Source: an optimization exercise on an open RTL-to-GDS flow (aim: small area). Production flows keep margins and buffers that such runs may drop. Function was checked by simulation only, so behaviour that the tests miss may differ from the original. Power is estimated from default activity; no workload was simulated.

==> 12-12: inputs <==
## qpu_exec
module qpu_exec(
  input  clk,
  input  rst_n,
  input  i_valid,
  input  [31:0] i_ir,
  input  [31:0] i_pc,
  input  i_prdt_taken,
  input  [31:0] i_rs1,
  input  [31:0] i_rs2,
  input  [15:0] i_time,
  input  [11:0] i_qmr,
  input  [131:0] i_edata,
  input  [13:0] i_oprand,
  input  [47:0] i_tqgl_pre,
  input  [47:0] i_tqgl_cur,
  input  cmt_ready,
  input  cwbck_ready,
  input  qcwbck_ready,
  input  twbck_ready,
  input  ewbck_ready,
  output [5:0] o_rs1idx,
  output [5:0] o_rs2idx,
  output o_rs1en,
  output o_rs2en,
  output o_rs1x0,
  output o_rs2x0,
  output o_tqg,
  output o_bxx,
  output [31:0] o_bjp_imm,
  output o_ready,
  output cmt_valid,
  output [31:0] cmt_pc,
  output [31:0] cmt_imm,
  output cmt_bjp,
  output cmt_bjp_prdt,
  output cmt_bjp_rslv,
  output cwbck_valid,
  output [31:0] cwbck_data,
  output [5:0] cwbck_rdidx,
  output qcwbck_valid,
  output [31:0] qcwbck_data,
  output [5:0] qcwbck_rdidx,
  output twbck_valid,
  output [15:0] twbck_data,
  output ewbck_valid,
  output [131:0] ewbck_data,
  output [13:0] ewbck_oprand,
  output [47:0] ewbck_tqgl
  );
==> flow/config.mk <==
export PLATFORM = sky130hd
export DESIGN_NAME = qpu_exec
export DESIGN_NICKNAME = qpu_exec
export VERILOG_FILES = /design/flow/design.v
export SDC_FILE = /design/flow/constraint.sdc
export NUM_CORES = 4
export LEC_CHECK = 0
export CAP_MARGIN = 20
export CORE_AREA = 5 5 285 285
export DIE_AREA = 0 0 290 290
export SLEW_MARGIN = 20
==> flow/constraint.sdc <==
create_clock -name core_clock -period 12.0 [get_ports {clk}]
set_input_delay 2.4000 -clock core_clock [delete_from_list [all_inputs] [get_ports {clk}]]
set_output_delay 2.4000 -clock core_clock [all_outputs]
set_load 0.01 [all_outputs]
run.sh (not shown) runs the stock make flow with config.mk's settings and CLKGATE_MAP_FILE= SYNTH_SCRIPT=/design/flow/synth_recipe.tcl, a recipe that flattens the netlist after the stock synthesis.
==> inputs of 04-21, as changes to 12-12 <==
--- a/flow/design.v
+++ b/flow/design.v
@@ -65,48 +65,71 @@
   wire n_and   = n_arith & (n_f3 == 3'd3);
   wire n_sub   = (n_op & (n_f3 == 3'd4)) | n_branch;
   wire [31:0] n_i_imm = {{18{ir[28]}}, ir[28:15]};
   wire [31:0] n_m_imm = {{10{ir[31]}}, ir[31:24], ir[14:10], ir[23:15]};
   wire [31:0] n_w_imm = {{5{ir[31]}}, ir[31:29], ir[9:5], ir[28:24], ir[14:10], ir[23:15]};
-  wire [31:0] op1 = n_smis            ? 32'd0 :
-                    (n_qwait | n_q)   ? {16'd0, i_time} :
-                    n_fmr             ? {20'd0, i_qmr} :
-                                        i_rs1;
-  wire [31:0] op2 = n_opimm ? n_i_imm :
-                    n_smis  ? n_m_imm :
-                    n_qwait ? n_w_imm :
-                    n_q     ? {29'd0, n_f3} :
-                              i_rs2;
+  wire n_imm   = n_opimm | n_smis | n_qwait;
+  wire n_mw    = n_smis | n_qwait;
+  wire n_time  = n_qwait | n_q;
+  wire s_rs1   = ~(n_smis | n_time | n_fmr);
+  wire s_rs1h  = ~(n_smis | n_fmr);
+  wire s_rs2   = ~(n_imm | n_q);
+  wire [31:0] op1;
+  assign op1[11:0]  = (i_rs1[11:0] & {12{s_rs1}}) | (i_time[11:0] & {12{n_time}}) | (i_qmr & {12{n_fmr}});
+  assign op1[15:12] = (i_rs1[15:12] & {4{s_rs1}}) | (i_time[15:12] & {4{n_time}});
+  assign op1[21:16] = i_rs1[21:16] & {6{s_rs1h}};
+  assign op1[31:22] = i_rs1[31:22] & {10{~n_fmr}};
+  wire [31:0] op2;
+  assign op2[2:0]   = (i_rs2[2:0] & {3{s_rs2}}) | (ir[17:15] & {3{n_imm}}) | (ir[31:29] & {3{n_q}});
+  assign op2[8:3]   = (i_rs2[8:3] & {6{s_rs2}}) | (ir[23:18] & {6{n_imm}});
+  assign op2[13:9]  = (i_rs2[13:9] & {5{s_rs2}}) | (ir[28:24] & {5{n_opimm}}) | (ir[14:10] & {5{n_mw}});
+  assign op2[15:14] = (i_rs2[15:14] & {2{s_rs2}}) | ({2{ir[28] & n_opimm}}) | (ir[25:24] & {2{n_mw}});
+  assign op2[21:16] = (i_rs2[21:16] & {6{s_rs2}}) | ({6{ir[28] & n_opimm}}) | (ir[31:26] & {6{n_mw}});
+  assign op2[31:22] = (i_rs2[31:22] & {10{s_rs2}}) | ({10{ir[28] & n_opimm}});
+  localparam BS = 4;
+  localparam NB = 32 / BS;
+  wire        n_chain = ~(n_xor | n_or | n_and);
+  wire        n_cout  = n_or | n_and;
   wire [31:0] add_b = op2 ^ {32{n_sub}};
-  wire [31:0] add_p = op1 ^ add_b;
-  wire [31:0] add_g = op1 & add_b;
-  reg  [31:0] pf_g;
-  reg  [31:0] pf_p;
-  integer d, k;
-  always @(*) begin
-    pf_g = add_g;
-    pf_p = add_p;
-    pf_g[0] = add_g[0] | (add_p[0] & n_sub);
-    for (d = 1; d < 32; d = d * 2)
-      for (k = 2 * d - 1; k < 32; k = k + 2 * d) begin
-        pf_g[k] = pf_g[k] | (pf_p[k] & pf_g[k-d]);
-        pf_p[k] = pf_p[k] & pf_p[k-d];
+  wire [31:0] add_ci;
+  wire [31:0] add_s0;
+  wire [31:0] add_co;
+  wire [31:0] add_inc;                 
+  wire [NB:0] blk_c;                   
+  assign blk_c[0] = n_sub;
+  genvar gc;
+  generate
+    for (gc = 0; gc < 32; gc = gc + 1) begin : g_slice
+      if (gc == 0) begin : g_lsb
+        assign add_ci[gc] = n_chain ? n_sub : n_or;
+      end else if (gc % BS == 0) begin : g_first
+        assign add_ci[gc] = ~n_chain & n_or;
+      end else begin : g_next
+        assign add_ci[gc] = n_chain ? add_co[gc-1] : n_or;
       end
-    for (d = 8; d >= 1; d = d / 2)
-      for (k = 3 * d - 1; k < 32; k = k + 2 * d) begin
-        pf_g[k] = pf_g[k] | (pf_p[k] & pf_g[k-d]);
-        pf_p[k] = pf_p[k] & pf_p[k-d];
+      assign add_s0[gc] = op1[gc] ^ add_b[gc] ^ add_ci[gc];
+      assign add_co[gc] = (op1[gc] & add_b[gc]) | (op1[gc] & add_ci[gc]) | (add_b[gc] & add_ci[gc]);
+      if (gc < BS) begin : g_blk0
+        assign add_inc[gc] = 1'b0;
+      end else if (gc % BS == 0) begin : g_incfirst
+        assign add_inc[gc] = blk_c[gc/BS] & n_chain;
+      end else begin : g_incnext
+        assign add_inc[gc] = add_inc[gc-1] & add_s0[gc-1];
       end
-  end
-  wire [32:0] add_c = {pf_g, n_sub};
-  wire [31:0] sum = add_p ^ add_c[31:0];
-  wire [31:0] res = n_xor ? add_p :
-                    n_or  ? (add_p | add_g) :
-                    n_and ? add_g :
-                            sum;
-  wire n_eq  = &add_p;
-  wire n_lt  = add_p[31] ^ add_c[32];
+    end
+    for (gc = 0; gc < NB; gc = gc + 1) begin : g_blk
+      if (gc == 0) begin : g_b0
+        assign blk_c[gc+1] = add_co[BS-1];
+      end else begin : g_bn
+        assign blk_c[gc+1] = add_co[gc*BS+BS-1] | (blk_c[gc] & (&add_s0[gc*BS +: BS]));
+      end
+    end
+  endgenerate
+  wire [31:0] add_s = add_s0 ^ add_inc;
+  wire [31:0] res = n_cout ? add_co : add_s;
+  wire n_eq  = ~|add_s;
+  wire n_lt  = op1[31] ^ add_b[31] ^ blk_c[NB];
   wire n_cmp = n_f3[1] ? (n_lt ^ n_f3[0]) : (n_eq ^ n_f3[0]);
   wire [11:0]  n_oprand;
   wire [107:0] n_edata;
   genvar gi;
   generate
@@ -117,33 +140,37 @@
       assign n_oprand[gi] = i_rs1[gi] | (~n_meas & (i_rs2[gi] | (i_oprand[gi] & ~n_pinz)));
     end
   endgenerate
   wire [47:0] n_tqgl = i_tqgl_cur | (i_tqgl_pre & {48{~n_pinz}});
   reg         r_valid;
-  reg  [31:0] r_ir;
+  reg  [31:1] r_ir_hi;
+  reg         r_ir0_n;                 
+  wire [31:0] r_ir = {r_ir_hi, ~r_ir0_n};
   reg  [31:0] r_pc;
   reg         r_prdt_taken;
   reg         r_cmt_ready;
   reg         r_cwbck_ready;
   reg         r_qcwbck_ready;
   reg         r_twbck_ready;
   reg         r_ewbck_ready;
   always @(posedge clk or negedge rst_n) begin
     if (rst_n == 1'b0) begin
       r_valid        <= 1'b0;
-      r_ir           <= 32'd0;
+      r_ir_hi        <= 31'd0;
+      r_ir0_n        <= 1'b1;
       r_pc           <= 32'd0;
       r_prdt_taken   <= 1'b0;
       r_cmt_ready    <= 1'b0;
       r_cwbck_ready  <= 1'b0;
       r_qcwbck_ready <= 1'b0;
       r_twbck_ready  <= 1'b0;
       r_ewbck_ready  <= 1'b0;
     end
     else begin
       r_valid        <= i_valid;
-      r_ir           <= i_ir;
+      r_ir_hi        <= i_ir[31:1];
+      r_ir0_n        <= ~i_ir[0];
       r_pc           <= i_pc;
       r_prdt_taken   <= i_prdt_taken;
       r_cmt_ready    <= cmt_ready;
       r_cwbck_ready  <= cwbck_ready;
       r_qcwbck_ready <= qcwbck_ready;
@@ -210,11 +237,11 @@
   assign qcwbck_data = {{10{r_ir[31] & smis}}, ~(r_res_n[21:0] | {22{~smis}})};
   assign twbck_data  = ~(r_res_n[15:0] | {16{~ntp}});
   wire qi_n = ~(q & ~meas);
   assign ewbck_data   = {{2{~(r_oprand_n | {12{~meas}})}}, ~(r_edata_n | {108{qi_n}})};
   assign ewbck_oprand = {meas, meas, ~(r_oprand_n | {12{qi_n}})};
-  assign ewbck_tqgl   = ~({r_tqgl_n, r_res_n[31:16]} | {48{~q}});
+  assign ewbck_tqgl   = ~({r_tqgl_n, r_res_n[31:16]} | {48{r_ir0_n}});
   assign cwbck_rdidx  = {smis, r_ir[9:5]};
   assign qcwbck_rdidx = {smis, r_ir[9:5]};
   assign cmt_bjp      = branch;
   assign cmt_bjp_prdt = branch & r_prdt_taken;
   assign cmt_bjp_rslv = branch & ~f3[2] & ~r_res_n[0];
==> flow/flow/run.sh (new file) <==
#!/bin/bash
# The standard layout (standard.sh), with two changes made through the
# ORFS variables it reads from the environment:
#  - port buffers use the smallest buffer cell (buf_1) instead of the one
#    buffer_ports picks by itself;
#  - clock tree: larger sink clusters on clkbuf_16 and no dummy loads.
set -euo pipefail
export BUFFER_PORTS_ARGS="-buffer_cell sky130_fd_sc_hd__buf_1"
export CTS_ARGS="-sink_clustering_enable -repair_clock_nets -dont_use_dummy_load -sink_clustering_size 22 -sink_clustering_max_diameter 150 -buf_list sky130_fd_sc_hd__clkbuf_16"
bash standard.sh > standard.log 2>&1
==> flow/standard.sh (new file) <==
#!/bin/bash
# synth_recipe.tcl (not shown) runs the flow's synth.tcl, then flattens the netlist and writes it again
# the make line also repeats each setting of config.mk as NAME=value (left out here)
make -C /OpenROAD-flow-scripts/flow DESIGN_CONFIG=/design/flow/config.mk WORK_HOME=/design/flow/orfs CLKGATE_MAP_FILE= SYNTH_SCRIPT=/design/flow/synth_recipe.tcl "${@:-finish}"
removed: flow/run.sh
==> comparison table <==
|  | 12-12 | 04-21 |
|---|---|---|
| Placement-stage worst setup slack | 3.47 ns | 1.78 ns |
| Status | finished clean | finished clean |
| Pwr/cell area | 114 nW/µm² | 125 nW/µm² |
| Antenna Cells | 10 | 3 |
| Overall routing resource usage | 19.5% | 17.0% |
| Core occupancy in the finished layout | 30.7% | 21.5% |
| Post-Syn Nets | 2,138 | 1,905 |
| Detailed route wirelength on metal2 | 42,800 µm | 35,300 µm |
| Final-stage net count | 2,797 | 2,570 |
| Max-Slew Margin vs Limit | 17.0% | 29.8% |
| Antenna violations before repair | 21 | 11 |
| Length of routed met3 wiring | 8410 µm | 7010 µm |
| Highest net fanout along the worst path | 22 | 32 |
| Combined area of the multi-input logic cells | 7540 µm² | 6120 µm² |
| Adder-cell area share of the yosys netlist | 7.87% | 7.29% |
| Overall Power | 2.72 mW | 2.09 mW |
| Sum of routed wire segments on met1 | 34,200 µm | 32,600 µm |
| Combinational power | 0.759 mW | 0.557 mW |
| Area share of the leading cell type in the synthesized netlist | 25.8% | 29.3% |

[what the ideal ports hide]
No port has a modelled driver above. Below, the same layouts with a new extraction and two added sets of constraints.
Step 1 sets driving cells, clkbuf_16 on the clock port and buf_2 on the other inputs (assumed; they add their load-dependent delay and slew).
Step 2 times the ports against the registers' clock, not the clock port: input delays grow and output delays shrink by t, the midpoint of the rising clock arrivals with the driver on.
a / b / c = ideal ports / drivers / drivers and shift; a / b = the first two.
run	t, ns	slack for setup (ns)	worst setup path after step 2	pins driven straight from the clock port
12-12	0.643	4.016 / 4.031 / 3.388	input to register	1
04-21	0.582	2.196 / 2.215 / 1.634	input to register	1
After both steps every run listed still meets setup and hold. The setup slack of 12-12, which loses most, moves by +0.015 ns with the drivers and by -0.628 ns with both steps.
